Source: an optimization exercise on an open RTL-to-GDS flow (aim: small area). Production flows keep margins and buffers that such runs may drop. Only simulation tests tie the RTL to the original design; equivalence was not proved. Power figures rest on the tool's default switching activity, not on a simulated workload.

## flow/design.v (module list and top-level ports; edited modules follow where they fit)
// module kernel_control: 70 lines
// module frontmodule: 498 lines
// module frontmodule_second: 463 lines
// module aftermodule: 465 lines
// module aftermodule_second: 365 lines
// module all_modules: 379 lines
module all_modules
  (
  input TMBsig,
  input DTMBsig,
  input LAYERsig,
  input DTWHOLEsig,
  input RESET_INsig,
  input SIGM_INsig,
  input ID_INsig,
  input [1:0] XBAR_ADDRsig,
  input [5:0] AXsig,
  input [5:0] AYsig,
  input CEBsig,
  input RSTBsig,
  input WEBsig,
  input CMEBsig,
  input DINsig,
  input [63:0] CM_WLsig,
  input CD_TRANSsig,
  input [1:0] KERNEL_MODEsig,
  input [1:0] inputsig_control,
  input [11:0] inputsig_address,
  input [7:0] inputsig_id,
  input [63:0] inputsig_data_c,
  input [1:0] inputsig_xbar_address,
  input inputsig_data_w,
  input inputsig_flag,
  input [3:0] inputsig_sigmoid_threshold,
  input [1:0] inputsig_kernel_mode, 
  input inputsig_CD_trans,
  input CLK,
  input RESET,
  input [11:0] xb0_DO_CM, xb1_DO_CM, xb2_DO_CM, xb3_DO_CM,
  input xb0_DO_R, xb1_DO_R, xb2_DO_R, xb3_DO_R,
  output xb0_DIN, xb1_DIN, xb2_DIN, xb3_DIN,
  output [5:0] xb0_AX, xb1_AX, xb2_AX, xb3_AX,
  output [5:0] xb0_AY, xb1_AY, xb2_AY, xb3_AY,
  output xb0_WEB, xb1_WEB, xb2_WEB, xb3_WEB,
  output xb0_CMEB, xb1_CMEB, xb2_CMEB, xb3_CMEB,
  output [63:0] xb0_WL_CM, xb1_WL_CM, xb2_WL_CM, xb3_WL_CM,
  output xb0_CEB, xb1_CEB, xb2_CEB, xb3_CEB,
  output xb0_RSTB, xb1_RSTB, xb2_RSTB, xb3_RSTB,
  output reg [11:0] DO_CMpo,
  output reg DO_Rpo,
  output [7:0] output_id_2,
  output [63:0] output_data_c_2,
  output [1:0] output_control_2,
  output [11:0] output_address_2,
  output [1:0] output_xbar_address_2,
  output output_data_w_2,
  output output_data_r_2,
  output output_flag_2, 
  output [3:0] output_sigmoid_threshold_2
);
  // ...
==> flow/run.sh <==
#!/bin/bash
# synth_recipe.tcl (not shown) runs the flow's synth.tcl, then flattens the netlist and writes it again
# the make line also repeats each setting of config.mk as NAME=value (left out here)
make -C /OpenROAD-flow-scripts/flow DESIGN_CONFIG=/design/flow/config.mk WORK_HOME=/design/flow/orfs CLKGATE_MAP_FILE= SYNTH_SCRIPT=/design/flow/synth_recipe.tcl finish
==> flow/config.mk <==
export PLATFORM = sky130hd
export DESIGN_NAME = all_modules
export DESIGN_NICKNAME = all_modules
export VERILOG_FILES = /design/flow/design.v
export SDC_FILE = /design/flow/constraint.sdc
export NUM_CORES = 4
export LEC_CHECK = 0
export CAP_MARGIN = 20
export CORE_MARGIN = 2
export CORE_UTILIZATION = 40
export SLEW_MARGIN = 20
==> flow/constraint.sdc <==
create_clock -name core_clock -period 10.0 [get_ports {CLK}]
set_input_delay 2.0000 -clock core_clock [delete_from_list [all_inputs] [get_ports {CLK}]]
set_output_delay 2.0000 -clock core_clock [all_outputs]
set_load 0.01 [all_outputs]
==> reports/summary.txt, run 1 <==
Status -> timing/DRC/antenna clean
Commonest cells after routing, fill and taps aside -> inv_1 (1888), dfxtp_1 (1728), nand2_1 (1453)
Final setup viols -> 0
Detail Route Antenna Nets -> 0
I/O pin count -> 676
Bufs and invs on worst path -> 1
Fill cells -> 16900
Non-Filler Instances -> 13100
Post-synth EDFFs -> 13
Post-CTS Repair Setup Buffers -> 0
Vias per inst -> 5.72
M1 WL -> 126000 um
Post-synth top cells -> dfxtp_1 (1731), nand2_1 (1454), a21oi_1 (746)
Global-route wire length before repair -> 460000 um
Top-area cell type share of the netlist area -> 0.482
Fin nets -> 10900
PostCTS Resize Cnt -> 0
Switching share of power -> 0.324
Sequential Power Share -> 0.375
CTS Buf Count -> 195
Worst-path clk slew -> 40 ps
Clk Latency, worst-skew pair -> 810 ps
Grt met2 use -> 0.502
Clkbuf count -> 198
Max transition margin -> 0.203
Switching Power -> 6.31 mW
Seq cells -> 1744
Die W -> 428 um
Area delta synth->final -> 31.5%
Count leader, synth -> dfxtp_1
Reg area -> 35000 um2
Longest Clk Path Bufs -> 3
Final hold vios -> 0
Unrepaired setup endpoints after global routing -> false
Async set or reset register ratio after synthesis -> 0
Data buffer area share -> 0.0889
Fraction of area in multi-input gates -> 0.362
Setup CP Type -> register to primary output
Seq. pwr -> 7.31 mW
Adder-Cell Fraction of Synth Area -> 0.0176
==> module all_modules, before the edit <==
module all_modules
  (
  input TMBsig,
  input DTMBsig,
  input LAYERsig,
  input DTWHOLEsig,
  input RESET_INsig,
  input SIGM_INsig,
  input ID_INsig,
  input [1:0] XBAR_ADDRsig,
  input [5:0] AXsig,
  input [5:0] AYsig,
  input CEBsig,
  input RSTBsig,
  input WEBsig,
  input CMEBsig,
  input DINsig,
  input [63:0] CM_WLsig,
  input CD_TRANSsig,
  input [1:0] KERNEL_MODEsig,
  input [1:0] inputsig_control,
  input [11:0] inputsig_address,
  input [7:0] inputsig_id,
  input [63:0] inputsig_data_c,
  input [1:0] inputsig_xbar_address,
  input inputsig_data_w,
  input inputsig_flag,
  input [3:0] inputsig_sigmoid_threshold,
  input [1:0] inputsig_kernel_mode, 
  input inputsig_CD_trans,
  input CLK,
  input RESET,
  input [11:0] xb0_DO_CM, xb1_DO_CM, xb2_DO_CM, xb3_DO_CM,
  input xb0_DO_R, xb1_DO_R, xb2_DO_R, xb3_DO_R,
  output xb0_DIN, xb1_DIN, xb2_DIN, xb3_DIN,
  output [5:0] xb0_AX, xb1_AX, xb2_AX, xb3_AX,
  output [5:0] xb0_AY, xb1_AY, xb2_AY, xb3_AY,
  output xb0_WEB, xb1_WEB, xb2_WEB, xb3_WEB,
  output xb0_CMEB, xb1_CMEB, xb2_CMEB, xb3_CMEB,
  output [63:0] xb0_WL_CM, xb1_WL_CM, xb2_WL_CM, xb3_WL_CM,
  output xb0_CEB, xb1_CEB, xb2_CEB, xb3_CEB,
  output xb0_RSTB, xb1_RSTB, xb2_RSTB, xb3_RSTB,
  output reg [11:0] DO_CMpo,
  output reg DO_Rpo,
  output [7:0] output_id_2,
  output [63:0] output_data_c_2,
  output [1:0] output_control_2,
  output [11:0] output_address_2,
  output [1:0] output_xbar_address_2,
  output output_data_w_2,
  output output_data_r_2,
  output output_flag_2, 
  output [3:0] output_sigmoid_threshold_2
);
  wire inputsig_flag_kernel;
  wire feedbacksig_flag_kernel;
  wire [1:0] next_control_1;
  wire next_data_w_1,posxbar_data_w_1,negxbar_data_w_1;
  wire [3:0] next_row_1 ;
  wire [11:0] next_address_1, posxbar_address_1, negxbar_address_1;
  wire [7:0] next_id_1;
  wire [1:0] next_xbar_address_1 ;
  wire [1:0] posxbar_control_1;
  wire [63:0] posxbar_data_c_1, next_data_c_1;
  wire [1:0] negxbar_control_1;
  wire [63:0] negxbar_data_c_1;
  wire [3:0] next_sigmoid_threshold_1;
  wire [1:0] posxbar_enable_1;
  wire [1:0] negxbar_enable_1;
  wire next_CD_trans_1;
  wire [1:0] next_kernel_mode_1;
  wire [11:0] xbar_result_c_pos_1;
  wire xbar_result_r_pos_1;
  wire [11:0] xbar_result_c_neg_1;
  wire xbar_result_r_neg_1;
  wire [63:0] pre_data_c_1; 
  wire [3:0] pre_row_1;
  wire pre_flag_1;
  wire [63:0] output_data_c_1;
  wire [1:0] output_control_1;
  wire [11:0] output_address_1;
  wire [7:0] output_id_1;
  wire [1:0] output_xbar_address_1;
  wire output_data_w_1;
  wire output_data_r_1;
  wire output_flag_1;  
  wire [3:0] output_sigmoid_threshold_1;
  wire next_data_r_2;
  wire [1:0] next_control_2;
  wire next_data_w_2;
  wire posxbar_data_w_2;
  wire negxbar_data_w_2;
  wire [3:0] next_row_2 ;
  wire [11:0] next_address_2;
  wire [7:0] next_id_2;
  wire [11:0] posxbar_address_2;
  wire [11:0] negxbar_address_2;
  wire [1:0] next_xbar_address_2;
  wire [1:0] posxbar_control_2;
  wire [63:0] posxbar_data_c_2;
  wire [63:0] next_data_c_2;
  wire [1:0] negxbar_control_2;
  wire [63:0] negxbar_data_c_2;
  wire [3:0] next_sigmoid_threshold_2;
  wire [1:0] posxbar_enable_2;
  wire [1:0] negxbar_enable_2;
  wire [11:0] xbar_result_c_pos_2;
  wire xbar_result_r_pos_2;
  wire [11:0] xbar_result_c_neg_2;
  wire xbar_result_r_neg_2;
  wire pre_flag_2;
  wire [3:0] pre_row_2;
  wire [63:0] pre_data_c_2;
  kernel_control
    ker_con(
      .CLK (CLK),
      .RESET (RESET),
      .RESET_INsig (RESET_INsig),
      .DTMBsig (DTMBsig),
      .kernel_mode(inputsig_kernel_mode),
      .KERNEL_MODEsig(KERNEL_MODEsig),
      .input_flag_kernel(inputsig_flag_kernel),
      .feedback_flag_kernel(feedbacksig_flag_kernel)
      );
   frontmodule 
    front1(
    .CLK        (CLK),
    .RESET      (RESET),
    .RESET_INsig (RESET_INsig),
    .SIGM_INsig (SIGM_INsig),
    .ID_INsig (ID_INsig),
    .TMBsig (TMBsig),
    .DTMBsig (DTMBsig),
    .XBAR_ADDRsig (XBAR_ADDRsig),
    .AXsig (AXsig),
    .AYsig (AYsig),
    .CEBsig (CEBsig),
    .RSTBsig (RSTBsig),
    .WEBsig (WEBsig),
    .CMEBsig (CMEBsig),
    .DINsig (DINsig),
    .CM_WLsig (CM_WLsig),
    .CD_TRANSsig(CD_TRANSsig),
    .inputsig_CD_trans(inputsig_CD_trans),
    .inputsig_flag_kernel(inputsig_flag_kernel),
    .feedbacksig_flag_kernel(feedbacksig_flag_kernel),
    .inputsig_kernel_mode(inputsig_kernel_mode),
    .KERNEL_MODEsig(KERNEL_MODEsig),
    .inputsig_id(inputsig_id),
    .inputsig_control(inputsig_control),
    .inputsig_address(inputsig_address),
    .inputsig_data_c(inputsig_data_c),
    .inputsig_xbar_address(inputsig_xbar_address),
    .inputsig_data_w(inputsig_data_w),
    .inputsig_flag(inputsig_flag),
    .inputsig_sigmoid_threshold(inputsig_sigmoid_threshold),
    .feedbacksig_flag(pre_flag_1),
    .feedbacksig_data(pre_data_c_1),
    .feedbacksig_row(pre_row_1),
    .next_control(next_control_1),
    .next_data_w(next_data_w_1),
    .posxbar_data_w(posxbar_data_w_1),
    .negxbar_data_w(negxbar_data_w_1),
    .next_row (next_row_1),
    .next_address(next_address_1), 
    .posxbar_address(posxbar_address_1), 
    .negxbar_address(negxbar_address_1),
    .next_xbar_address(next_xbar_address_1) ,
    .posxbar_control(posxbar_control_1),
    .posxbar_data_c(posxbar_data_c_1), 
    .next_data_c(next_data_c_1),
    .posxbar_enable(posxbar_enable_1),
    .negxbar_control(negxbar_control_1),
    .negxbar_data_c(negxbar_data_c_1),
    .negxbar_enable(negxbar_enable_1),
    .next_sigmoid_threshold (next_sigmoid_threshold_1),
    .next_id (next_id_1),
    .next_CD_trans (next_CD_trans_1),
    .next_kernel_mode(next_kernel_mode_1)
    );
  assign xb0_DIN = posxbar_data_w_1;
  assign xb0_AX = posxbar_address_1[11:6];
  assign xb0_AY = posxbar_address_1[5:0];
  assign xb0_WEB = posxbar_control_1[1];
  assign xb0_CMEB = posxbar_control_1[0];
  assign xb0_WL_CM = posxbar_data_c_1;
  assign xb0_CEB = posxbar_enable_1[1];
  assign xb0_RSTB = posxbar_enable_1[0];
  assign xbar_result_c_pos_1 = xb0_DO_CM;
  assign xbar_result_r_pos_1 = xb0_DO_R;
  assign xb1_DIN = negxbar_data_w_1;
  assign xb1_AX = negxbar_address_1[11:6];
  assign xb1_AY = negxbar_address_1[5:0];
  assign xb1_WEB = negxbar_control_1[1];
  assign xb1_CMEB = negxbar_control_1[0];
  assign xb1_WL_CM = negxbar_data_c_1;
  assign xb1_CEB = negxbar_enable_1[1];
  assign xb1_RSTB = negxbar_enable_1[0];
  assign xbar_result_c_neg_1 = xb1_DO_CM;
  assign xbar_result_r_neg_1 = xb1_DO_R;
    aftermodule 
    after1(
    .CLK        (CLK),
    .DTMBsig    (DTMBsig),
    .RESET      (RESET),
    .RESET_INsig (RESET_INsig),
    .fwdsig_control   (next_control_1),
    .fwdsig_address   (next_address_1),
    .fwdsig_data_c    (next_data_c_1),
    .fwdsig_xbar_address    (next_xbar_address_1),
    .fwdsig_data_w    (next_data_w_1),
    .posxbarsig_result_c    (xbar_result_c_pos_1),
    .negxbarsig_result_c    (xbar_result_c_neg_1),
    .posxbarsig_result_r    (xbar_result_r_pos_1),
    .negxbarsig_result_r    (xbar_result_r_neg_1),
    .fwdsig_row   (next_row_1),
    .fwdsig_sigmoid_threshold (next_sigmoid_threshold_1),
    .fwdsig_id (next_id_1),
    .fwdsig_CD_trans (next_CD_trans_1),
    .fwdsig_kernel_mode (next_kernel_mode_1),
    .output_id (output_id_1),
    .pre_data_c   (pre_data_c_1),
    .output_data_c    (output_data_c_1),
    .pre_row    (pre_row_1),
    .output_control   (output_control_1),
    .output_address   (output_address_1),
    .output_xbar_address    (output_xbar_address_1),
    .output_data_w    (output_data_w_1),
    .output_data_r    (output_data_r_1),
    .output_flag      (output_flag_1),
    .output_sigmoid_threshold (output_sigmoid_threshold_1),
    .pre_flag     (pre_flag_1)
    );
    frontmodule_second 
    front2nd1(
    .CLK        (CLK),
    .RESET      (RESET),
    .RESET_INsig (RESET_INsig),
    .SIGM_INsig (SIGM_INsig),
    .ID_INsig (ID_INsig),
    .TMBsig (TMBsig),
    .DTMBsig (DTMBsig),
    .XBAR_ADDRsig (XBAR_ADDRsig),
    .AXsig (AXsig),
    .AYsig (AYsig),
    .CEBsig (CEBsig),
    .RSTBsig (RSTBsig),
    .WEBsig (WEBsig),
    .CMEBsig (CMEBsig),
    .DINsig (DINsig),
    .CM_WLsig (CM_WLsig),
    .LAYERsig (LAYERsig),
    .DTWHOLEsig (DTWHOLEsig),
    .inputsig_id (output_id_1),
    .inputsig_control(output_control_1),
    .inputsig_address(output_address_1),
    .inputsig_data_c(output_data_c_1),
    .inputsig_xbar_address(output_xbar_address_1),
    .inputsig_data_w(output_data_w_1),
    .inputsig_flag(output_flag_1),
    .inputsig_sigmoid_threshold(output_sigmoid_threshold_1),
    .feedbacksig_flag(pre_flag_2),
    .feedbacksig_data(pre_data_c_2),
    .feedbacksig_row(pre_row_2),
    .inputsig_data_r(output_data_r_1),
    .next_id (next_id_2),
    .next_data_r (next_data_r_2),
    .next_control(next_control_2),
    .next_data_w(next_data_w_2),
    .posxbar_data_w(posxbar_data_w_2),
    .negxbar_data_w(negxbar_data_w_2),
    .next_row (next_row_2),
    .next_address(next_address_2), 
    .posxbar_address(posxbar_address_2), 
    .negxbar_address(negxbar_address_2),
    .next_xbar_address(next_xbar_address_2) ,
    .posxbar_control(posxbar_control_2),
    .posxbar_enable (posxbar_enable_2),
    .posxbar_data_c(posxbar_data_c_2), 
    .next_data_c(next_data_c_2),
    .negxbar_control(negxbar_control_2),
    .negxbar_enable(negxbar_enable_2),
    .negxbar_data_c(negxbar_data_c_2),
    .next_sigmoid_threshold (next_sigmoid_threshold_2)
    );
  assign xb2_DIN = posxbar_data_w_2;
  assign xb2_AX = posxbar_address_2[11:6];
  assign xb2_AY = posxbar_address_2[5:0];
  assign xb2_WEB = posxbar_control_2[1];
  assign xb2_CMEB = posxbar_control_2[0];
  assign xb2_WL_CM = posxbar_data_c_2;
  assign xb2_CEB = posxbar_enable_2[1];
  assign xb2_RSTB = posxbar_enable_2[0];
  assign xbar_result_c_pos_2 = xb2_DO_CM;
  assign xbar_result_r_pos_2 = xb2_DO_R;
  assign xb3_DIN = negxbar_data_w_2;
  assign xb3_AX = negxbar_address_2[11:6];
  assign xb3_AY = negxbar_address_2[5:0];
  assign xb3_WEB = negxbar_control_2[1];
  assign xb3_CMEB = negxbar_control_2[0];
  assign xb3_WL_CM = negxbar_data_c_2;
  assign xb3_CEB = negxbar_enable_2[1];
  assign xb3_RSTB = negxbar_enable_2[0];
  assign xbar_result_c_neg_2 = xb3_DO_CM;
  assign xbar_result_r_neg_2 = xb3_DO_R;
    aftermodule_second
    after2nd1(
    .CLK        (CLK),
    .DTMBsig    (DTMBsig),
    .RESET      (RESET),
    .RESET_INsig (RESET_INsig),
    .fwdsig_id (next_id_2),
    .fwdsig_control   (next_control_2),
    .fwdsig_address   (next_address_2),
    .fwdsig_data_c    (next_data_c_2),
    .fwdsig_xbar_address    (next_xbar_address_2),
    .fwdsig_data_w    (next_data_w_2),
    .posxbarsig_result_c    (xbar_result_c_pos_2),
    .negxbarsig_result_c    (xbar_result_c_neg_2),
    .posxbarsig_result_r    (xbar_result_r_pos_2),
    .negxbarsig_result_r    (xbar_result_r_neg_2),
    .fwdsig_row   (next_row_2),
    .fwdsig_sigmoid_threshold (next_sigmoid_threshold_2),
    .fwdsig_data_r (next_data_r_2),
    .output_id (output_id_2),
    .pre_data_c   (pre_data_c_2),
    .output_data_c    (output_data_c_2),
    .pre_row    (pre_row_2),
    .output_control   (output_control_2),
    .output_address   (output_address_2),
    .output_xbar_address    (output_xbar_address_2),
    .output_data_w    (output_data_w_2),
    .output_data_r    (output_data_r_2),
    .output_flag      (output_flag_2),
    .output_sigmoid_threshold (output_sigmoid_threshold_2),
    .pre_flag     (pre_flag_2)
    );
    always @ (negedge CLK)
  begin
    if (TMBsig == 1 )
      begin
        if (XBAR_ADDRsig == 2'b00)
          begin
            DO_Rpo <= xbar_result_r_pos_1;
            DO_CMpo <= xbar_result_c_pos_1;
          end
        else if (XBAR_ADDRsig == 2'b01)
          begin
            DO_Rpo <= xbar_result_r_neg_1;
            DO_CMpo <= xbar_result_c_neg_1;
          end
        else if (XBAR_ADDRsig == 2'b10)
          begin
            DO_Rpo <= xbar_result_r_pos_2;
            DO_CMpo <= xbar_result_c_pos_2;
          end
        else if (XBAR_ADDRsig == 2'b11)
          begin
            DO_Rpo <= xbar_result_r_neg_2;
            DO_CMpo <= xbar_result_c_neg_2;
          end
      end
    else if(DTMBsig ==1 && LAYERsig == 0 && DTWHOLEsig == 0)
      begin
        DO_Rpo <= output_data_r_1;
        DO_CMpo <= {output_id_1[0],output_data_c_1[10:0]};
      end      
    else if(DTMBsig ==1 && DTWHOLEsig == 1)
      begin
        DO_Rpo <= output_data_r_2;
        DO_CMpo <= {output_id_2[0],output_data_c_2[10:0]};
      end  
    else if(DTMBsig ==1 && LAYERsig == 1 && DTWHOLEsig == 0)
      begin
        DO_Rpo <= output_data_r_2;
        DO_CMpo <= {output_id_2[0],output_data_c_2[10:0]};
      end     
  end
endmodule
==> run 2: changes to the inputs <==
==> flow/design.v (replaced) <==
module all_modules
  (
  input TMBsig,
  input DTMBsig,
  input LAYERsig,
  input DTWHOLEsig,
  input RESET_INsig,
  input SIGM_INsig,
  input ID_INsig,
  input [1:0] XBAR_ADDRsig,
  input [5:0] AXsig,
  input [5:0] AYsig,
  input CEBsig,
  input RSTBsig,
  input WEBsig,
  input CMEBsig,
  input DINsig,
  input [63:0] CM_WLsig,
  input CD_TRANSsig,
  input [1:0] KERNEL_MODEsig,
  input [1:0] inputsig_control,
  input [11:0] inputsig_address,
  input [7:0] inputsig_id,
  input [63:0] inputsig_data_c,
  input [1:0] inputsig_xbar_address,
  input inputsig_data_w,
  input inputsig_flag,
  input [3:0] inputsig_sigmoid_threshold,
  input [1:0] inputsig_kernel_mode, 
  input inputsig_CD_trans,
  input CLK,
  input RESET,
  input [11:0] xb0_DO_CM, xb1_DO_CM, xb2_DO_CM, xb3_DO_CM,
  input xb0_DO_R, xb1_DO_R, xb2_DO_R, xb3_DO_R,
  output xb0_DIN, xb1_DIN, xb2_DIN, xb3_DIN,
  output [5:0] xb0_AX, xb1_AX, xb2_AX, xb3_AX,
  output [5:0] xb0_AY, xb1_AY, xb2_AY, xb3_AY,
  output xb0_WEB, xb1_WEB, xb2_WEB, xb3_WEB,
  output xb0_CMEB, xb1_CMEB, xb2_CMEB, xb3_CMEB,
  output [63:0] xb0_WL_CM, xb1_WL_CM, xb2_WL_CM, xb3_WL_CM,
  output xb0_CEB, xb1_CEB, xb2_CEB, xb3_CEB,
  output xb0_RSTB, xb1_RSTB, xb2_RSTB, xb3_RSTB,
  output reg [11:0] DO_CMpo,
  output reg DO_Rpo,
  output [7:0] output_id_2,
  output [63:0] output_data_c_2,
  output [1:0] output_control_2,
  output [11:0] output_address_2,
  output [1:0] output_xbar_address_2,
  output output_data_w_2,
  output output_data_r_2,
  output output_flag_2, 
  output [3:0] output_sigmoid_threshold_2
);
  localparam [1:0] COMPUTE = 2'b10, WRITE = 2'b01, READ = 2'b11, SLEEP = 2'b00;
  localparam [1:0] ENABLE = 2'b01, DISABLE = 2'b10;
  wire crst = RESET & ~DTMBsig;         
  wire rst  = RESET_INsig | crst;
  reg [6:0] cc;
  always @(negedge CLK)
    if (rst) cc <= 7'd0;
    else     cc <= cc + 7'd1;
  wire cc0 = (cc == 7'd0);
  reg [1:0] ic;
  always @(negedge CLK)
    if (rst) ic <= 2'd0;
    else     ic <= {ic[0], ~(ic[1] | ic[0])};
  wire ic0 = ~(ic[1] | ic[0]);
  wire ic1 = ic[0];
  wire ic2 = ic[1];
  reg [6:0] kc;
  reg kif, kff;
  wire [1:0] kms = DTMBsig ? KERNEL_MODEsig : inputsig_kernel_mode;
  always @(negedge CLK)
    if (rst) kc <= 7'd0;
    else if (kms == 2'b11) kc <= 7'd1;
    else if ((kms == 2'b00 && kc == 7'd8) || (kms == 2'b01 && kc == 7'd32) ||
             (kms == 2'b10 && kc == 7'd127)) kc <= 7'd0;
    else kc <= kc + 7'd1;
  always @(negedge CLK)
    if (rst) begin kif <= 1'b0; kff <= 1'b0; end
    else begin kif <= (kc == 7'd0); kff <= (kc != 7'd0); end
  reg [1:0]  i1_ctl;  reg [11:0] i1_addr; reg [63:0] i1_dat; reg i1_w;
  reg [1:0]  i1_xb;   reg [3:0]  i1_sig;  reg i1_flag; reg [7:0] i1_id;
  reg        i1_cd;   reg [1:0]  i1_km;
  always @(negedge CLK)
    if (RESET_INsig || (cc0 && crst)) begin
      i1_ctl <= SLEEP; i1_addr <= 12'd0; i1_dat <= 64'd0; i1_w <= 1'b0; i1_xb <= 2'd0;
      i1_sig <= 4'd0; i1_flag <= 1'b0; i1_id <= 8'd0; i1_cd <= 1'b0; i1_km <= 2'd0;
    end else if (cc0) begin
      if (DTMBsig) begin
        i1_ctl <= {WEBsig, CMEBsig}; i1_addr <= {AXsig, AYsig}; i1_dat <= CM_WLsig;
        i1_w <= DINsig; i1_xb <= XBAR_ADDRsig; i1_sig <= {4{SIGM_INsig}}; i1_flag <= 1'b1;
        i1_id <= {7'b0, ID_INsig}; i1_cd <= CD_TRANSsig; i1_km <= KERNEL_MODEsig;
      end else begin
        i1_ctl <= inputsig_control; i1_addr <= inputsig_address; i1_dat <= inputsig_data_c;
        i1_w <= inputsig_data_w; i1_xb <= inputsig_xbar_address; i1_sig <= inputsig_sigmoid_threshold;
        i1_flag <= inputsig_flag; i1_id <= inputsig_id; i1_cd <= inputsig_CD_trans;
        i1_km <= inputsig_kernel_mode;
      end
    end
  reg f1_fbf, f1_ifk, f1_ffk;
  reg [63:0] f1_B;
  reg [3:0]  f1_brow;
  wire       a1_pflag;
  wire [63:0] a1_P;
  wire [3:0] a1_prow;
  always @(negedge CLK)
    if (rst) begin f1_fbf <= 1'b0; f1_ifk <= 1'b0; f1_ffk <= 1'b0; end
    else begin f1_fbf <= a1_pflag; f1_ifk <= kif; f1_ffk <= kff; end
  always @(negedge CLK) begin f1_B <= a1_P; f1_brow <= a1_prow; end
  wire FB1 = i1_cd ? f1_ffk : f1_fbf;
  wire IN1 = i1_cd ? f1_ifk : i1_flag;
  reg f1_ccb, f1_pw, f1_nw;
  reg [7:0] f1_nid;
  reg [1:0] f1_pen, f1_nen, f1_nctl, f1_pctl, f1_xctl;
  reg [3:0] f1_nrow;
  reg [63:0] f1_N;
  always @(negedge CLK)
    if (RESET_INsig) begin
      f1_ccb <= 1'b0; f1_pw <= 1'b0; f1_nw <= 1'b0; f1_nid <= 8'd0; f1_pen <= DISABLE; f1_nen <= DISABLE;
      f1_nctl <= SLEEP; f1_nrow <= 4'd0; f1_pctl <= READ; f1_xctl <= READ;
    end else if (TMBsig) begin
      f1_ccb <= 1'b0; f1_nid <= 8'd0; f1_nctl <= SLEEP; f1_nrow <= 4'd0;
      if (XBAR_ADDRsig == 2'b00) begin
        f1_pw <= DINsig; f1_pen <= {CEBsig, RSTBsig}; f1_pctl <= {WEBsig, CMEBsig};
        f1_nw <= 1'b0;   f1_nen <= DISABLE;           f1_xctl <= READ;
      end else if (XBAR_ADDRsig == 2'b01) begin
        f1_pw <= 1'b0;   f1_pen <= DISABLE;           f1_pctl <= READ;
        f1_nw <= DINsig; f1_nen <= {CEBsig, RSTBsig}; f1_xctl <= {WEBsig, CMEBsig};
      end else begin
        f1_pw <= 1'b0;   f1_pen <= DISABLE;           f1_pctl <= READ;
        f1_nw <= 1'b0;   f1_nen <= DISABLE;           f1_xctl <= READ;
      end
    end else if (crst) begin
      f1_ccb <= 1'b0; f1_pw <= 1'b0; f1_nw <= 1'b0; f1_nid <= 8'd0; f1_pen <= DISABLE; f1_nen <= DISABLE;
      f1_nctl <= SLEEP; f1_nrow <= 4'd0; f1_pctl <= READ; f1_xctl <= READ;
    end else begin
      f1_pw <= i1_w; f1_nw <= i1_w;
      if (!FB1) begin
        f1_nrow <= 4'd0;
        if (IN1) begin
          f1_nctl <= i1_ctl;
          case (i1_ctl)
            COMPUTE:
              if (f1_nid != i1_id && !f1_ccb) begin
                f1_ccb <= 1'b1; f1_pen <= DISABLE; f1_nen <= DISABLE; f1_pctl <= READ; f1_xctl <= READ;
              end else if (f1_nid != i1_id) begin
                f1_ccb <= 1'b0; f1_nid <= i1_id; f1_pen <= ENABLE; f1_nen <= ENABLE;
                f1_pctl <= COMPUTE; f1_xctl <= COMPUTE;
              end else
                f1_ccb <= 1'b0;
            READ: begin
              f1_nid <= i1_id; f1_pctl <= READ; f1_xctl <= READ;
              f1_pen <= (i1_xb == 2'b00) ? ENABLE : DISABLE;
              f1_nen <= (i1_xb == 2'b01) ? ENABLE : DISABLE;
            end
            WRITE: begin
              f1_nid <= i1_id;
              f1_pctl <= (i1_xb == 2'b00) ? WRITE : READ;
              f1_xctl <= (i1_xb == 2'b01) ? WRITE : READ;
              f1_pen <= (i1_xb == 2'b00) ? ENABLE : DISABLE;
              f1_nen <= (i1_xb == 2'b01) ? ENABLE : DISABLE;
            end
            default: begin
              f1_pctl <= READ; f1_xctl <= READ; f1_pen <= DISABLE; f1_nen <= DISABLE;
            end
          endcase
        end else begin
          f1_nctl <= SLEEP; f1_pen <= DISABLE; f1_nen <= DISABLE; f1_pctl <= READ; f1_xctl <= READ;
        end
      end else begin
        f1_nctl <= COMPUTE; f1_pctl <= COMPUTE; f1_xctl <= COMPUTE;
        if (f1_ccb) begin
          f1_pen <= ENABLE; f1_nen <= ENABLE; f1_nrow <= f1_brow; f1_ccb <= 1'b0;
        end else if (f1_nrow != f1_brow) begin
          f1_pen <= DISABLE; f1_nen <= DISABLE; f1_ccb <= 1'b1;
        end else begin
          f1_pen <= ENABLE; f1_nen <= ENABLE; f1_ccb <= 1'b0;
        end
      end
    end
  always @(negedge CLK)
    if (RESET_INsig || TMBsig || crst) f1_N <= 64'd0;
    else if (FB1) f1_N <= f1_B;
    else if (IN1) f1_N <= i1_dat;
  reg [63:0] f1_D;
  reg f1_dzp, f1_dzn;
  always @(negedge CLK) f1_D <= TMBsig ? CM_WLsig : (FB1 ? f1_B : i1_dat);
  always @(negedge CLK)
    if (RESET_INsig) begin f1_dzp <= 1'b1; f1_dzn <= 1'b1; end
    else if (TMBsig) begin f1_dzp <= (XBAR_ADDRsig != 2'b00); f1_dzn <= (XBAR_ADDRsig != 2'b01); end
    else begin f1_dzp <= crst; f1_dzn <= crst; end
  reg [7:0] f1_Ah;    
  reg [3:0] f1_Am;    
  reg f1_zhp, f1_zhn, f1_zmp, f1_zmn;
  always @(negedge CLK)
    if (RESET_INsig) begin
      f1_zhp <= 1'b1; f1_zhn <= 1'b1; f1_zmp <= 1'b1; f1_zmn <= 1'b1;
    end else if (TMBsig) begin
      {f1_Ah[7:2], f1_Am, f1_Ah[1:0]} <= {AXsig, AYsig};
      f1_zhp <= (XBAR_ADDRsig != 2'b00); f1_zmp <= (XBAR_ADDRsig != 2'b00);
      f1_zhn <= (XBAR_ADDRsig != 2'b01); f1_zmn <= (XBAR_ADDRsig != 2'b01);
    end else if (crst) begin
      f1_zhp <= 1'b1; f1_zhn <= 1'b1; f1_zmp <= 1'b1; f1_zmn <= 1'b1;
    end else if (FB1) begin
      f1_Am <= f1_brow; f1_zmp <= 1'b0; f1_zmn <= 1'b0;
    end else if (!IN1 || i1_ctl == READ || i1_ctl == WRITE) begin
      {f1_Ah[7:2], f1_Am, f1_Ah[1:0]} <= i1_addr;
      f1_zhp <= 1'b0; f1_zhn <= 1'b0; f1_zmp <= 1'b0; f1_zmn <= 1'b0;
    end else if (i1_ctl == COMPUTE) begin
      f1_zmp <= 1'b1; f1_zmn <= 1'b1;
    end
  wire [11:0] f1_paddr = {f1_Ah[7:2] & {6{~f1_zhp}}, f1_Am & {4{~f1_zmp}}, f1_Ah[1:0] & {2{~f1_zhp}}};
  wire [11:0] f1_naddr = {f1_Ah[7:2] & {6{~f1_zhn}}, f1_Am & {4{~f1_zmn}}, f1_Ah[1:0] & {2{~f1_zhn}}};
  reg [11:0] f1_nad; reg f1_ndw; reg [1:0] f1_nxb; reg [3:0] f1_nsig; reg f1_ncd; reg [1:0] f1_nkm;
  always @(negedge CLK)
    if (rst) begin
      f1_nad <= 12'd0; f1_ndw <= 1'b0; f1_nxb <= 2'd0; f1_nsig <= 4'd0; f1_ncd <= 1'b0; f1_nkm <= 2'd0;
    end else if (IN1) begin
      f1_nad <= i1_addr; f1_ndw <= i1_w; f1_nxb <= i1_xb; f1_nsig <= i1_sig; f1_ncd <= i1_cd; f1_nkm <= i1_km;
    end
  function sigm;
    input [2:0] p, n;
    input [3:0] t;
    reg [3:0] s;
    begin
      s = {1'b0, p} - {1'b0, n};
      case ({s[3], t[3]})
        2'b00: sigm = (s[2:0] >= t[2:0]);
        2'b01: sigm = 1'b1;
        2'b11: sigm = (s[2:0] < t[2:0]);
        default: sigm = 1'b0;
      endcase
    end
  endfunction
  reg [1:0] a1_fctl; reg [63:0] a1_F; reg [1:0] a1_fxb; reg [3:0] a1_frow;
  reg a1_pr, a1_nr; reg [7:0] a1_fid; reg a1_fcd; reg [1:0] a1_fkm;
  always @(negedge CLK)
    if (rst) begin a1_fctl <= SLEEP; a1_fxb <= 2'd0; a1_fid <= 8'd0; end
    else begin a1_fctl <= f1_nctl; a1_fxb <= f1_nxb; a1_fid <= f1_nid; end
  always @(negedge CLK) begin
    a1_F <= f1_N; a1_frow <= f1_nrow; a1_fcd <= f1_ncd; a1_fkm <= f1_nkm;
    a1_pr <= xb0_DO_R; a1_nr <= xb1_DO_R;
  end
  reg [3:0] a1_q0p, a1_q0n, a1_q2p, a1_q2n;
  wire [3:0] a1_R;
  genvar g;
  generate for (g = 0; g < 4; g = g + 1) begin : a1_col
    assign a1_R[g] = sigm({a1_q2p[g], xb0_DO_CM[g], a1_q0p[g]}, {a1_q2n[g], xb1_DO_CM[g], a1_q0n[g]}, f1_nsig);
  end endgenerate
  always @(negedge CLK) begin
    a1_q0p <= ic1 ? a1_R : xb0_DO_CM[3:0];
    a1_q0n <= xb1_DO_CM[3:0];
  end
  always @(negedge CLK)
    if (rst) begin a1_q2p <= 4'd0; a1_q2n <= 4'd0; end
    else if (ic2) begin a1_q2p <= xb0_DO_CM[3:0]; a1_q2n <= xb1_DO_CM[3:0]; end
  wire [3:0] a1_res = a1_q0p;     
  reg [3:0] a1_nowrow, a1_prow_r; reg a1_pflag_r, a1_oflag;
  reg [7:0] a1_oid;
  wire a1_done = (a1_oid == a1_fid) && (a1_frow == 4'd0) && a1_oflag;
  wire a1_new  = ((a1_frow != a1_nowrow) && (a1_nowrow != 4'hF)) || (a1_oid != a1_fid);
  always @(negedge CLK)
    if (rst) begin
      a1_nowrow <= 4'd0; a1_pflag_r <= 1'b0; a1_prow_r <= 4'd0; a1_oflag <= 1'b0;
    end else if (a1_fctl == COMPUTE) begin
      if (a1_done) begin
        a1_nowrow <= 4'd0; a1_pflag_r <= 1'b0; a1_prow_r <= 4'd0; a1_oflag <= 1'b1;
      end else if (a1_new) begin
        a1_nowrow <= a1_frow; a1_prow_r <= a1_frow; a1_pflag_r <= 1'b1; a1_oflag <= 1'b0;
      end else if (ic0) begin
        a1_nowrow <= a1_frow; a1_prow_r <= a1_frow; a1_pflag_r <= 1'b1; a1_oflag <= 1'b0;
      end else if (ic2) begin
        a1_nowrow <= a1_frow;
        if (a1_frow == 4'hF) begin a1_oflag <= 1'b1; a1_pflag_r <= 1'b0; a1_prow_r <= 4'd0; end
        else begin a1_oflag <= 1'b0; a1_pflag_r <= 1'b1; a1_prow_r <= a1_frow + 4'd1; end
      end
    end else begin
      a1_pflag_r <= 1'b0; a1_prow_r <= 4'd0;
      if (a1_fctl == READ || a1_fctl == WRITE) a1_oflag <= 1'b1;
    end
  assign a1_pflag = a1_pflag_r;
  assign a1_prow  = a1_prow_r;
  reg [255:0] a1_rf;
  reg [5:0] a1_rfi;
  always @(negedge CLK)
    if (rst) a1_rfi <= 6'd0;
    else if (ic2) a1_rfi <= a1_rfi + 6'd1;
  genvar e;
  generate for (e = 0; e < 64; e = e + 1) begin : a1_rfe
    always @(negedge CLK)
      if (rst || (ic2 && a1_rfi == e)) a1_rf[4*e+3:4*e] <= a1_res & {4{~rst}};
  end endgenerate
  reg [63:0] a1_pool;
  integer x;
  always @* begin
    for (x = 0; x < 64; x = x + 1)
      case (a1_fkm)
        2'b00: a1_pool[x] = a1_rf[x] | a1_rf[x+4] | a1_rf[x+32] | a1_rf[x+36];
        2'b01: a1_pool[x] = a1_rf[x] | a1_rf[x+16] | a1_rf[x+64] | a1_rf[x+80];
        default: a1_pool[x] = a1_rf[x] | a1_rf[x+64] | a1_rf[x+128] | a1_rf[x+192];
      endcase
  end
  reg [1:0] a1_octl; reg [1:0] a1_oxb; reg a1_or;
  reg [63:0] a1_O, a1_Pr;
  wire a1_wr = (a1_fctl == COMPUTE) && !a1_done && a1_new && ic2;
  always @(negedge CLK)
    if (rst) begin
      a1_oid <= 8'd0; a1_octl <= SLEEP; a1_oxb <= 2'd0; a1_O <= 64'd0; a1_or <= 1'b0;
    end else begin
      a1_oid <= a1_fid; a1_octl <= a1_fctl; a1_oxb <= a1_fxb;
      if (a1_wr) begin
        if (!a1_fcd) a1_O[a1_frow*4 +: 4] <= a1_res;
        else if (a1_fkm != 2'b11) a1_O <= a1_pool;
      end
      if (a1_fctl == READ) begin
        if (a1_fxb == 2'b00) a1_or <= a1_pr;
        else if (a1_fxb == 2'b01) a1_or <= a1_nr;
      end
    end
  always @(negedge CLK) a1_Pr <= a1_F;
  assign a1_P = a1_Pr;
  reg [11:0] s_addr; reg s_w; reg [3:0] s_sig;
  always @(negedge CLK)
    if (rst) begin s_addr <= 12'd0; s_w <= 1'b0; s_sig <= 4'd0; end
    else if (cc == 7'd126) begin s_addr <= f1_nad; s_w <= f1_ndw; s_sig <= f1_nsig; end
  reg [1:0]  i2_ctl;  reg [11:0] i2_addr; reg [63:0] i2_dat; reg i2_w; reg i2_r;
  reg [1:0]  i2_xb;   reg [3:0]  i2_sig;  reg i2_flag; reg [7:0] i2_id;
  always @(negedge CLK)
    if (rst) begin
      i2_ctl <= SLEEP; i2_addr <= 12'd0; i2_dat <= 64'd0; i2_w <= 1'b0; i2_r <= 1'b0; i2_xb <= 2'd0;
      i2_sig <= 4'd0; i2_flag <= 1'b0; i2_id <= 8'd0;
    end else if (cc0) begin
      if (DTMBsig && !DTWHOLEsig && LAYERsig) begin
        i2_ctl <= {WEBsig, CMEBsig}; i2_addr <= {AXsig, AYsig}; i2_dat <= CM_WLsig;
        i2_w <= DINsig; i2_xb <= XBAR_ADDRsig; i2_sig <= {4{SIGM_INsig}}; i2_flag <= 1'b1;
        i2_id <= {7'b0, ID_INsig};
      end else begin
        i2_ctl <= a1_octl; i2_addr <= s_addr; i2_dat <= a1_O; i2_r <= a1_or;
        i2_w <= s_w; i2_xb <= a1_oxb; i2_sig <= s_sig; i2_flag <= a1_oflag; i2_id <= a1_oid;
      end
    end
  reg f2_fbf;
  reg [63:0] f2_B;
  reg [3:0]  f2_brow;
  wire       a2_pflag;
  wire [63:0] a2_P;
  wire [3:0] a2_prow;
  always @(negedge CLK)
    if (rst) f2_fbf <= 1'b0;
    else f2_fbf <= a2_pflag;
  always @(negedge CLK) begin f2_B <= a2_P; f2_brow <= a2_prow; end
  wire FB2 = f2_fbf;
  wire IN2 = i2_flag;
  reg f2_ccb, f2_pw, f2_nw;
  reg [7:0] f2_nid;
  reg [1:0] f2_pen, f2_nen, f2_nctl, f2_pctl, f2_xctl;
  reg [3:0] f2_nrow;
  reg [63:0] f2_N;
  always @(negedge CLK)
    if (RESET_INsig) begin
      f2_ccb <= 1'b0; f2_pw <= 1'b0; f2_nw <= 1'b0; f2_nid <= 8'd0; f2_pen <= DISABLE; f2_nen <= DISABLE;
      f2_nctl <= SLEEP; f2_nrow <= 4'd0; f2_pctl <= READ; f2_xctl <= READ;
    end else if (TMBsig) begin
      f2_ccb <= 1'b0; f2_nid <= 8'd0; f2_nctl <= SLEEP; f2_nrow <= 4'd0;
      if (XBAR_ADDRsig == 2'b10) begin
        f2_pw <= DINsig; f2_pen <= {CEBsig, RSTBsig}; f2_pctl <= {WEBsig, CMEBsig};
        f2_nw <= 1'b0;   f2_nen <= DISABLE;           f2_xctl <= READ;
      end else if (XBAR_ADDRsig == 2'b11) begin
        f2_pw <= 1'b0;   f2_pen <= DISABLE;           f2_pctl <= READ;
        f2_nw <= DINsig; f2_nen <= {CEBsig, RSTBsig}; f2_xctl <= {WEBsig, CMEBsig};
      end else begin
        f2_pw <= 1'b0;   f2_pen <= DISABLE;           f2_pctl <= READ;
        f2_nw <= 1'b0;   f2_nen <= DISABLE;           f2_xctl <= READ;
      end
    end else if (crst) begin
      f2_ccb <= 1'b0; f2_pw <= 1'b0; f2_nw <= 1'b0; f2_nid <= 8'd0; f2_pen <= DISABLE; f2_nen <= DISABLE;
      f2_nctl <= SLEEP; f2_nrow <= 4'd0; f2_pctl <= READ; f2_xctl <= READ;
    end else begin
      f2_pw <= i2_w; f2_nw <= i2_w;
      if (!FB2) begin
        f2_nrow <= 4'd0;
        if (IN2) begin
          f2_nctl <= i2_ctl;
          case (i2_ctl)
            COMPUTE:
              if (f2_nid != i2_id && !f2_ccb) begin
                f2_ccb <= 1'b1; f2_pen <= DISABLE; f2_nen <= DISABLE; f2_pctl <= READ; f2_xctl <= READ;
              end else if (f2_nid != i2_id) begin
                f2_ccb <= 1'b0; f2_nid <= i2_id; f2_pen <= ENABLE; f2_nen <= ENABLE;
                f2_pctl <= COMPUTE; f2_xctl <= COMPUTE;
              end else
                f2_ccb <= 1'b0;
            READ: begin
              f2_nid <= i2_id; f2_pctl <= READ; f2_xctl <= READ;
              f2_pen <= (i2_xb == 2'b10) ? ENABLE : DISABLE;
              f2_nen <= (i2_xb == 2'b11) ? ENABLE : DISABLE;
            end
            WRITE: begin
              f2_nid <= i2_id;
              f2_pctl <= (i2_xb == 2'b10) ? WRITE : READ;
              f2_xctl <= (i2_xb == 2'b11) ? WRITE : READ;
              f2_pen <= (i2_xb == 2'b10) ? ENABLE : DISABLE;
              f2_nen <= (i2_xb == 2'b11) ? ENABLE : DISABLE;
            end
            default: begin
              f2_pctl <= READ; f2_xctl <= READ; f2_pen <= DISABLE; f2_nen <= DISABLE;
            end
          endcase
        end else begin
          f2_nctl <= SLEEP; f2_pen <= DISABLE; f2_nen <= DISABLE; f2_pctl <= READ; f2_xctl <= READ;
        end
      end else begin
        f2_nctl <= COMPUTE; f2_pctl <= COMPUTE; f2_xctl <= COMPUTE;
        if (f2_ccb) begin
          f2_pen <= ENABLE; f2_nen <= ENABLE; f2_nrow <= f2_brow; f2_ccb <= 1'b0;
        end else if (f2_nrow != f2_brow) begin
          f2_pen <= DISABLE; f2_nen <= DISABLE; f2_ccb <= 1'b1;
        end else begin
          f2_pen <= ENABLE; f2_nen <= ENABLE; f2_ccb <= 1'b0;
        end
      end
    end
  always @(negedge CLK)
    if (RESET_INsig || TMBsig || crst) f2_N <= 64'd0;
    else if (FB2) f2_N <= f2_B;
    else if (IN2) f2_N <= i2_dat;
  reg [63:0] f2_D;
  reg f2_dzp, f2_dzn;
  always @(negedge CLK) f2_D <= TMBsig ? CM_WLsig : (FB2 ? f2_B : i2_dat);
  always @(negedge CLK)
    if (RESET_INsig) begin f2_dzp <= 1'b1; f2_dzn <= 1'b1; end
    else if (TMBsig) begin f2_dzp <= (XBAR_ADDRsig != 2'b10); f2_dzn <= (XBAR_ADDRsig != 2'b11); end
    else begin f2_dzp <= crst; f2_dzn <= crst; end
  reg [7:0] f2_Ah;
  reg [3:0] f2_Am;
  reg f2_zhp, f2_zhn, f2_zmp, f2_zmn;
  always @(negedge CLK)
    if (RESET_INsig) begin
      f2_zhp <= 1'b1; f2_zhn <= 1'b1; f2_zmp <= 1'b1; f2_zmn <= 1'b1;
    end else if (TMBsig) begin
      {f2_Ah[7:2], f2_Am, f2_Ah[1:0]} <= {AXsig, AYsig};
      f2_zhp <= (XBAR_ADDRsig != 2'b10); f2_zmp <= (XBAR_ADDRsig != 2'b10);
      f2_zhn <= (XBAR_ADDRsig != 2'b11); f2_zmn <= (XBAR_ADDRsig != 2'b11);
    end else if (crst) begin
      f2_zhp <= 1'b1; f2_zhn <= 1'b1; f2_zmp <= 1'b1; f2_zmn <= 1'b1;
    end else if (FB2) begin
      f2_Am <= f2_brow; f2_zmp <= 1'b0; f2_zmn <= 1'b0;
    end else if (!IN2 || i2_ctl == READ || i2_ctl == WRITE) begin
      {f2_Ah[7:2], f2_Am, f2_Ah[1:0]} <= i2_addr;
      f2_zhp <= 1'b0; f2_zhn <= 1'b0; f2_zmp <= 1'b0; f2_zmn <= 1'b0;
    end else if (i2_ctl == COMPUTE) begin
      f2_zmp <= 1'b1; f2_zmn <= 1'b1;
    end
  wire [11:0] f2_paddr = {f2_Ah[7:2] & {6{~f2_zhp}}, f2_Am & {4{~f2_zmp}}, f2_Ah[1:0] & {2{~f2_zhp}}};
  wire [11:0] f2_naddr = {f2_Ah[7:2] & {6{~f2_zhn}}, f2_Am & {4{~f2_zmn}}, f2_Ah[1:0] & {2{~f2_zhn}}};
  reg [11:0] f2_nad; reg f2_ndw; reg [1:0] f2_nxb; reg [3:0] f2_nsig; reg f2_ndr;
  always @(negedge CLK)
    if (rst) begin
      f2_nad <= 12'd0; f2_ndw <= 1'b0; f2_nxb <= 2'd0; f2_nsig <= 4'd0; f2_ndr <= 1'b0;
    end else if (IN2) begin
      f2_nad <= i2_addr; f2_ndw <= i2_w; f2_nxb <= i2_xb; f2_nsig <= i2_sig; f2_ndr <= i2_r;
    end
  reg [1:0] a2_fctl; reg [63:0] a2_F; reg [1:0] a2_fxb; reg [3:0] a2_frow; reg [11:0] a2_fad;
  reg a2_fw, a2_fdr, a2_pr, a2_nr; reg [7:0] a2_fid; reg [3:0] a2_thr;
  always @(negedge CLK)
    if (rst) begin
      a2_fctl <= SLEEP; a2_fxb <= 2'd0; a2_fid <= 8'd0; a2_fad <= 12'd0; a2_fw <= 1'b0;
      a2_fdr <= 1'b0; a2_thr <= 4'd0;
    end else begin
      a2_fctl <= f2_nctl; a2_fxb <= f2_nxb; a2_fid <= f2_nid; a2_fad <= f2_nad; a2_fw <= f2_ndw;
      a2_fdr <= f2_ndr; a2_thr <= f2_nsig;
    end
  always @(negedge CLK) begin
    a2_F <= f2_N; a2_frow <= f2_nrow; a2_pr <= xb2_DO_R; a2_nr <= xb3_DO_R;
  end
  reg [3:0] a2_q0p, a2_q0n, a2_q2p, a2_q2n;
  wire [3:0] a2_R;
  generate for (g = 0; g < 4; g = g + 1) begin : a2_col
    assign a2_R[g] = sigm({a2_q2p[g], xb2_DO_CM[g], a2_q0p[g]}, {a2_q2n[g], xb3_DO_CM[g], a2_q0n[g]}, f2_nsig);
  end endgenerate
  always @(negedge CLK) begin
    a2_q0p <= ic1 ? a2_R : xb2_DO_CM[3:0];
    a2_q0n <= xb3_DO_CM[3:0];
  end
  always @(negedge CLK)
    if (rst) begin a2_q2p <= 4'd0; a2_q2n <= 4'd0; end
    else if (ic2) begin a2_q2p <= xb2_DO_CM[3:0]; a2_q2n <= xb3_DO_CM[3:0]; end
  wire [3:0] a2_res = a2_q0p;
  reg [3:0] a2_nowrow, a2_prow_r; reg a2_pflag_r, a2_oflag;
  reg [7:0] a2_oid;
  wire a2_done = (a2_oid == a2_fid) && (a2_frow == 4'd0) && a2_oflag;
  wire a2_new  = ((a2_frow != a2_nowrow) && (a2_nowrow != 4'hF)) || (a2_oid != a2_fid);
  always @(negedge CLK)
    if (rst) begin
      a2_nowrow <= 4'd0; a2_pflag_r <= 1'b0; a2_prow_r <= 4'd0; a2_oflag <= 1'b0;
    end else if (a2_fctl == COMPUTE) begin
      if (a2_done) begin
        a2_nowrow <= 4'd0; a2_pflag_r <= 1'b0; a2_prow_r <= 4'd0; a2_oflag <= 1'b1;
      end else if (a2_new) begin
        a2_nowrow <= a2_frow; a2_prow_r <= a2_frow; a2_pflag_r <= 1'b1; a2_oflag <= 1'b0;
      end else if (ic0) begin
        a2_nowrow <= a2_frow; a2_prow_r <= a2_frow; a2_pflag_r <= 1'b1; a2_oflag <= 1'b0;
      end else if (ic2) begin
        a2_nowrow <= a2_frow;
        if (a2_frow == 4'hF) begin a2_oflag <= 1'b1; a2_pflag_r <= 1'b0; a2_prow_r <= 4'd0; end
        else begin a2_oflag <= 1'b0; a2_pflag_r <= 1'b1; a2_prow_r <= a2_frow + 4'd1; end
      end
    end else begin
      a2_pflag_r <= 1'b0; a2_prow_r <= 4'd0;
      if (a2_fctl == READ || a2_fctl == WRITE) a2_oflag <= 1'b1;
    end
  assign a2_pflag = a2_pflag_r;
  assign a2_prow  = a2_prow_r;
  reg [1:0] a2_octl; reg [1:0] a2_oxb; reg a2_or, a2_ow; reg [11:0] a2_oad; reg [3:0] a2_osig;
  reg [63:0] a2_O, a2_Pr;
  wire a2_wr = (a2_fctl == COMPUTE) && !a2_done && a2_new && ic2;
  always @(negedge CLK)
    if (rst) begin
      a2_oid <= 8'd0; a2_octl <= SLEEP; a2_oxb <= 2'd0; a2_O <= 64'd0; a2_or <= 1'b0;
      a2_ow <= 1'b0; a2_oad <= 12'd0; a2_osig <= 4'd0;
    end else begin
      a2_oid <= a2_fid; a2_octl <= a2_fctl; a2_oxb <= a2_fxb; a2_ow <= a2_fw; a2_oad <= a2_fad;
      a2_osig <= a2_thr;
      if (a2_wr) a2_O[a2_frow*4 +: 4] <= a2_res;
      if (a2_fctl == READ) begin
        if (a2_fxb == 2'b10) a2_or <= a2_pr;
        else if (a2_fxb == 2'b11) a2_or <= a2_nr;
        else a2_or <= a2_fdr;
      end
    end
  always @(negedge CLK) a2_Pr <= a2_F;
  assign a2_P = a2_Pr;
  always @(negedge CLK)
    if (TMBsig) begin
      case (XBAR_ADDRsig)
        2'b00: begin DO_Rpo <= xb0_DO_R; DO_CMpo <= xb0_DO_CM; end
        2'b01: begin DO_Rpo <= xb1_DO_R; DO_CMpo <= xb1_DO_CM; end
        2'b10: begin DO_Rpo <= xb2_DO_R; DO_CMpo <= xb2_DO_CM; end
        default: begin DO_Rpo <= xb3_DO_R; DO_CMpo <= xb3_DO_CM; end
      endcase
    end else if (DTMBsig) begin
      if (!LAYERsig && !DTWHOLEsig) begin
        DO_Rpo <= a1_or; DO_CMpo <= {a1_oid[0], a1_O[10:0]};
      end else begin
        DO_Rpo <= a2_or; DO_CMpo <= {a2_oid[0], a2_O[10:0]};
      end
    end
  assign xb0_DIN = f1_pw;            assign xb1_DIN = f1_nw;
  assign xb0_AX = f1_paddr[11:6];    assign xb1_AX = f1_naddr[11:6];
  assign xb0_AY = f1_paddr[5:0];     assign xb1_AY = f1_naddr[5:0];
  assign xb0_WEB = f1_pctl[1];       assign xb1_WEB = f1_xctl[1];
  assign xb0_CMEB = f1_pctl[0];      assign xb1_CMEB = f1_xctl[0];
  assign xb0_WL_CM = f1_D & {64{~f1_dzp}};
  assign xb1_WL_CM = f1_D & {64{~f1_dzn}};
  assign xb0_CEB = f1_pen[1];        assign xb1_CEB = f1_nen[1];
  assign xb0_RSTB = f1_pen[0];       assign xb1_RSTB = f1_nen[0];
  assign xb2_DIN = f2_pw;            assign xb3_DIN = f2_nw;
  assign xb2_AX = f2_paddr[11:6];    assign xb3_AX = f2_naddr[11:6];
  assign xb2_AY = f2_paddr[5:0];     assign xb3_AY = f2_naddr[5:0];
  assign xb2_WEB = f2_pctl[1];       assign xb3_WEB = f2_xctl[1];
  assign xb2_CMEB = f2_pctl[0];      assign xb3_CMEB = f2_xctl[0];
  assign xb2_WL_CM = f2_D & {64{~f2_dzp}};
  assign xb3_WL_CM = f2_D & {64{~f2_dzn}};
  assign xb2_CEB = f2_pen[1];        assign xb3_CEB = f2_nen[1];
  assign xb2_RSTB = f2_pen[0];       assign xb3_RSTB = f2_nen[0];
  assign output_id_2 = a2_oid;
  assign output_data_c_2 = a2_O;
  assign output_control_2 = a2_octl;
  assign output_address_2 = a2_oad;
  assign output_xbar_address_2 = a2_oxb;
  assign output_data_w_2 = a2_ow;
  assign output_data_r_2 = a2_or;
  assign output_flag_2 = a2_oflag;
  assign output_sigmoid_threshold_2 = a2_osig;
endmodule
--- a/flow/config.mk
+++ b/flow/config.mk
@@ -8,4 +8,5 @@
 export CAP_MARGIN = 20
 export CORE_MARGIN = 2
 export CORE_UTILIZATION = 40
+export CTS_BUF_LIST = sky130_fd_sc_hd__clkbuf_4 sky130_fd_sc_hd__clkbuf_8
 export SLEW_MARGIN = 20
==> run 2 against run 1 <==
Compared with the run above: sequential power is 3% lower; via count is 29% lower; register-to-register slack better by 630 ps; count of clock-buffer cells in the layout is 99 higher; worst setup slack worse by 680 ps; first-iteration DRC count is 40% lower; total power is 14% lower; synthesized cell count is 31% lower; design area is 16% lower.
==> reports/summary.txt, run 2 <==
Hold WS -> 293 ps (was 402 ps)
GPL Wtd Cong -> 0.947 (was 1.00)
Post-synth top cells -> dfxtp_1 (1269), nor2_1 (698), nand2_1 (659) (was dfxtp_1 (1731), nand2_1 (1454), a21oi_1 (746))
Dominant cells by area after synthesis -> dfxtp_1 (43%), edfxtp_1 (15%), mux2i_1 (5.7%) (was dfxtp_1 (48%), nand2_1 (7.6%), a21oi_1 (5.2%))
GR Util All Layers -> 0.273 (was 0.330)
Clk Latency, worst-skew pair -> 960 ps (was 810 ps)
Die height -> 389 um (was 428 um)
Min setup slack post-route -> 261 ps (was 943 ps)
Die area -> 151000 um2 (was 183000 um2)
Routed WL per cell -> 21.0 um (was 24.0 um)
Die W -> 389 um (was 428 um)
Multi-input logic area -> 23200 um2 (was 34200 um2)
H-tree depth -> 5 (was 4)
Vias per inst -> 5.26 (was 5.72)
Number of flip-flops in the largest register -> 256 (unchanged)
Core area -> 147000 um2 (was 178000 um2)
Async set or reset register ratio after synthesis -> 0 (unchanged)
Initial antenna violation count -> 16 (was 33)
Row cnt -> 141 (was 155)
Worst path arrival time -> 7740 ps (was 7060 ps)
DRT Pass-1 Iters -> 6 (was 7)
Top reg by flops -> a1_rf (was after1.reg_file)
Switching share of power -> 0.323 (was 0.324)
Fill cells -> 13800 (was 16900)
Share of the yosys chip area belonging to registers -> 0.577 (was 0.488)
Leak -> 34.9 nW (was 41.1 nW)
Grt ovf -> 0 (unchanged)
Root buffer selected by CTS -> clkbuf_8 (was clkbuf_16)
Switching Power -> 5.45 mW (was 6.31 mW)
Global-route wire length before repair -> 316000 um (was 460000 um)
Final hold vios -> 0 (unchanged)
Comb power frac -> 0.081 (was 0.088)
Routed WL -> 213000 um (was 314000 um)
Synth Cell Area -> 59300 um2 (was 71900 um2)
Setup TNS -> 0 ps (unchanged)
Clk_skew -> 71.9 ps (was 35.1 ps)
I/O pin count -> 676 (unchanged)
Top-area cell type share of the netlist area -> 0.429 (was 0.482)
DP Area -> 67700 um2 (was 81000 um2)
Setup CP Type -> register to primary output (unchanged)
Gate Count Post-Synth -> 5843 (was 8413)
Most common cell after layout, fill and taps aside -> inv_1 (unchanged)
Detail Route Antenna Nets -> 0 (unchanged)
Synth Net Count -> 6166 (was 8753)
Post-synth EDFFs -> 293 (was 13)
Distinct cells, synth -> 89 (was 93)
Syn_area_per_cell -> 10.1 um2 (was 8.54 um2)
Initial Utilization -> 0.402 (was 0.403)
Crit path max fanout -> 64 (was 1)
Synthesis warning total -> 1 (was 10)
Vias in the first global route -> 55700 (was 74100)
Main synth FF type -> dfxtp_1 (unchanged)
Sequential Power Share -> 0.423 (was 0.375)
Sink Count -> 1562 (was 1744)
Min-delay worst type -> register to register (unchanged)
Power Internal -> 11.4 mW (was 13.2 mW)
Layout cells sized above 1 -> 0.0697 (was 0.0615)
Hold buffers post-CTS -> 0 (unchanged)
Unrepaired setup endpoints after global routing -> false (unchanged)
Worst Tran Pin Value -> 1120 ps (was 1190 ps)
CTS tree -> yes (unchanged)
Post-synth top area cell -> dfxtp_1 (unchanged)
CTS Buf Count -> 292 (was 195)
Post-CTS Repair Setup Buffers -> 0 (unchanged)
PostCTS Resize Cnt -> 0 (unchanged)
Place WS -> 666 ps (was 293 ps)
CP required -> 8000 ps (about the same)
Largest net degree at the start of global routing -> 159 (was 217)
# DRC -> 0 (unchanged)
#FFs+latches synth -> 1562 (was 1744)
Reg area -> 34200 um2 (was 35000 um2)
DR vias -> 53400 (was 75000)
PwrDens -> 213 nW/um2 (was 206 nW/um2)
Pwr Total -> 16.8 mW (was 19.5 mW)
Buffers on Ports -> 675 (unchanged)
Clock share of power -> 0.496 (was 0.537)
Status -> timing/DRC/antenna clean (unchanged)
Post-route cell area -> 78900 um2 (was 94500 um2)
Worst setup EP type -> primary output (unchanged)
Area delta synth->final -> 33.2% (was 31.5%)
Max IR drop VDD -> 91.8 uV (was 173 uV)
Initial DRC Count -> 4621 (was 7726)
Longest Clk Path Bufs -> 4 (was 3)
Worst setup SP type -> register (unchanged)
Worst-path clk slew -> 40 ps (about the same)
Fin nets -> 8375 (was 10900)
Max transition margin -> 0.241 (was 0.203)
Commonest cells after routing, fill and taps aside -> inv_1 (1741), dfxtp_1 (1259), nor2_1 (691) (was inv_1 (1888), dfxtp_1 (1728), nand2_1 (1453))
Final setup viols -> 0 (unchanged)
Final Slew Violations -> 0 (unchanged)
Dpl hpwl -> 142000 um (was 216000 um)
Count leader, synth -> dfxtp_1 (unchanged)
Max_cap viols -> 0 (unchanged)
run 2: final timing paths:
check,startpoint,endpoint,slack [ps],depth (start not counted)
hold reg to reg,a2_F[41]$_DFF_N_,a2_Pr[41]$_DFF_N_,290,0
setup / recovery,f2_dzp$_SDFF_NP1_,xb2_WL_CM[12],260,2
setup reg to reg,cc[3]$_SDFF_NP0_,i2_dat[22]$_SDFFE_NP0N_,6260,6
hold / removal,a2_F[41]$_DFF_N_,a2_Pr[41]$_DFF_N_,290,0
run 2: kinds of logic after synthesis:
logic type	synth area share
AOI/OAI and AO/OA	0.128
muxes	0.0629
buffers and inverters	0.0339
DFF	0.577
adders and majority gates	0.0177
xor gates and xnor gates	0.0105
and+or+nand+nor	0.170
run 2: routing by layer:
layer / part of all wire / GRT usage
met1: 0.42 / 0.336
met2: 0.47 / 0.422
met3: 0.080 / 0.0947
met4: 0.031 / 0.143
met5: 0.00011 / 0
run 2: power by group through the flow:
stage	Clock, mW	Sequential [mW]	Combinational, mW
floorplan	0.938	7.02	0.781
global placement	0.938	7.19	1.34
detailed placement	0.938	7.19	1.35
CTS	8.62	7.11	1.36
global route	9.38	7.13	1.47
finish	8.36	7.12	1.37
run 2: final cells by class:
cell class,count,area share
repair buffers,755,0.0957
diodes,6,0.000190
multi-input cells,3781,0.293
inverters,98,0.00472
flip-flops and latches,1562,0.434
well taps,1930,0.0306
clock inverters,1740,0.0902
clock buffers,297,0.0518
run 2: metrics by stage:
step / std cells / utilization
after floorplan: 5843 / -
after global placement: 8126 / 0.459
after detailed placement: 8127 / 0.459
after CTS: 10200 / 0.535
after global routing: 10200 / 0.535
final: 10200 / 0.535
run 2: critical path: stages, from the launching register on:
cell and delay (ps):
dfxtp_4 920, nor2b_1 230, clkdlybuf4s50_1 550
==> run 3: changes to the inputs <==
--- a/flow/config.mk
+++ b/flow/config.mk
@@ -8,5 +8,4 @@
 export CAP_MARGIN = 20
 export CORE_MARGIN = 2
 export CORE_UTILIZATION = 40
-export CTS_BUF_LIST = sky130_fd_sc_hd__clkbuf_4 sky130_fd_sc_hd__clkbuf_8
 export SLEW_MARGIN = 20
==> run 3 against run 2 <==
Compared with the run above: global-route usage down 0.15 points; combinational power about the same; highest routed layer unchanged; design area up 0.18%; critical endpoint unchanged; clock power up 4.3%; total power up 2.1%; clock skew down 33 ps; utilization up 0.097 points; sequential power about the same; critical path depth unchanged; via count down 1.6%; first-iteration DRC count down 4.8%; still clean on timing, DRC and antenna; hold slack better by 15 ps.
==> reports/summary.txt, run 3 <==
Setup CP Type -> register to primary output (unchanged)
Sequential Power Share -> 0.414 (was 0.423)
Min setup slack post-route -> 423 ps (was 261 ps)
R2r worst-path depth -> 6 (unchanged)
Post-synth EDFFs -> 293 (unchanged)
Crit-path cells -> nor2b_1 > clkdlybuf4s50_1 (unchanged)
Post-synth top cells -> dfxtp_1 (1269), nor2_1 (698), nand2_1 (659) (unchanged)
Global-route wire length before repair -> 314000 um (was 316000 um)
Synth Net Count -> 6166 (unchanged)
Met2 WL post-DR -> 98400 um (was 99200 um)
Initial antenna violation count -> 11 (was 16)
Syn_area_per_cell -> 10.1 um2 (unchanged)
Max_cap viols -> 0 (unchanged)
Post-synth top area cell -> dfxtp_1 (unchanged)
Reg-to-Reg End -> i1_dat[27]$_SDFFE_NP0N_ (was i2_dat[22]$_SDFFE_NP0N_)
Longest Clk Path Bufs -> 3 (was 4)
I/O pin count -> 676 (unchanged)
Switching Power -> 5.41 mW (was 5.45 mW)
Number of flip-flops in the largest register -> 256 (unchanged)
Row cnt -> 141 (unchanged)
Async set or reset register ratio after synthesis -> 0 (unchanged)
Initial DRC Count -> 4400 (was 4621)
Initial Utilization -> 0.402 (unchanged)
Crit path max-delay cell type -> dfxtp_4 (unchanged)
CTS Buf Count -> 169 (was 292)
Setup TNS -> 0 ps (unchanged)
Gate Count Post-Synth -> 5843 (unchanged)
Simple-Gate Fraction of Synth Area -> 0.170 (unchanged)
Place WS -> 666 ps (unchanged)
Synth Cell Area -> 59300 um2 (unchanged)
Critical Path Source -> f2_dzp$_SDFF_NP1_ (unchanged)
Vias in the first global route -> 54400 (was 55700)
Worst setup SP type -> register (unchanged)
Max IR drop VDD -> 133 uV (was 91.8 uV)
Max transition margin -> 0.232 (was 0.241)
Bufs and invs on worst path -> 1 (unchanged)
Hold_sp -> a2_Pr[3]$_DFF_N_ (was a2_F[41]$_DFF_N_)
Status -> timing/DRC/antenna clean (unchanged)
Min-delay worst type -> register to register (unchanged)
Core area -> 147000 um2 (unchanged)
Dpl hpwl -> 142000 um (unchanged)
# DRC -> 0 (unchanged)
Synth Area in Compound Gates -> 0.128 (unchanged)
Switching share of power -> 0.314 (was 0.323)
GR Util All Layers -> 0.272 (was 0.273)
Final hold vios -> 0 (unchanged)
Routed WL -> 211000 um (was 213000 um)
Power Internal -> 11.8 mW (was 11.4 mW)
Buffers on Ports -> 675 (unchanged)
Adder-Cell Fraction of Synth Area -> 0.0177 (unchanged)
Worst setup EP type -> primary output (unchanged)
Worst path max stage delay -> 930 ps (was 920 ps)
Main synth FF type -> dfxtp_1 (unchanged)
Setup crit end -> xb2_WL_CM[12] (unchanged)
CTS tree -> yes (unchanged)
PostCTS Resize Cnt -> 0 (unchanged)
Met3 WL -> 16100 um (was 17100 um)
Die height -> 389 um (unchanged)
Leak -> 34.8 nW (was 34.9 nW)
Comb power frac -> 0.079 (was 0.081)
Layout cells sized above 1 -> 0.0540 (was 0.0697)
Synthesis warning total -> 1 (unchanged)
Top-area cell type share of the netlist area -> 0.429 (unchanged)
XOR/XNOR share of the synthesized area -> 0.0105 (unchanged)
DRT Pass-1 Iters -> 9 (was 6)
Final setup viols -> 0 (unchanged)
DR vias -> 52600 (was 53400)
Levels on crit path -> 2 (unchanged)
Detail Route Antenna Nets -> 0 (unchanged)
Routed WL per cell -> 21.2 um (was 21.0 um)
Distinct cells, synth -> 89 (unchanged)
-- run 3: cell counts after synthesis --
No cell type changed its count.
-- run 3: cell type report --
| class | instances | area, um2 |
|---|---|---|
| fill | 13700 | 68400 |
| sequential | 1562 | 34200 |
| timing repair buffer | 755 | 7550 |
| clock buffer | 171 | 4280 |
| multi-input combinational | 3781 | 23200 |
| antenna | 4 | 10.0 |
| inverter | 98 | 373 |
| tap | 1930 | 2410 |
| clock inverter | 1686 | 7080 |
-- run 3: metrics by stage --
step,util,hold slack [ps],instance area [um2],instances,power (mW)
final,0.536,308,79100,9987,17.2
after global routing,0.536,307,79100,9986,18.3
after CTS,0.536,308,79100,9983,17.4
after detailed placement,0.459,312,67700,8127,9.47
after global placement,0.459,310,67700,8126,9.46
after floorplan,-,310,59300,5843,8.73
-- run 3: cells by family (layout without fill, tap and decap cells) --
logic type | Yosys count | in the layout
AO/OA/AOI/OAI | 1132 | 1132
XOR/XNOR | 71 | 71
adder cells (fa/ha/maj) | 79 | 79
buffers and inverters | 500 | 2710
flip-flops | 1562 | 1562
multiplexers | 356 | 356
other | 0 | 4
AND/OR/NAND/NOR | 2143 | 2143
-- run 3: power by group through the flow --
stage / Sequential, mW / Combinational (mW) / Clock [mW]
finish: 7.12 / 1.36 / 8.72
global route: 7.13 / 1.47 / 9.69
CTS: 7.11 / 1.36 / 8.98
detailed placement: 7.19 / 1.35 / 0.938
global placement: 7.19 / 1.34 / 0.938
floorplan: 7.02 / 0.781 / 0.938
-- run 3: worst min-delay path by stage --
stage	end	slack [ps]	cells after the start
final	f2_B[3]$_DFF_N_	310	0
after global routing	a2_Pr[62]$_DFF_N_	310	0
after CTS	f1_B[43]$_DFF_N_	310	0
after detailed placement	a1_Pr[51]$_DFF_N_	310	0
after global placement	f1_B[44]$_DFF_N_	310	0
after floorplan	a1_Pr[0]$_DFF_N_	310	0
-- run 3: routing by layer --
metal / GRT usage / up-vias
met5: 0 / -
met4: 0.138 / 4
met2: 0.421 / 2125
met3: 0.0901 / 395
li1: - / 24800
met1: 0.337 / 25300
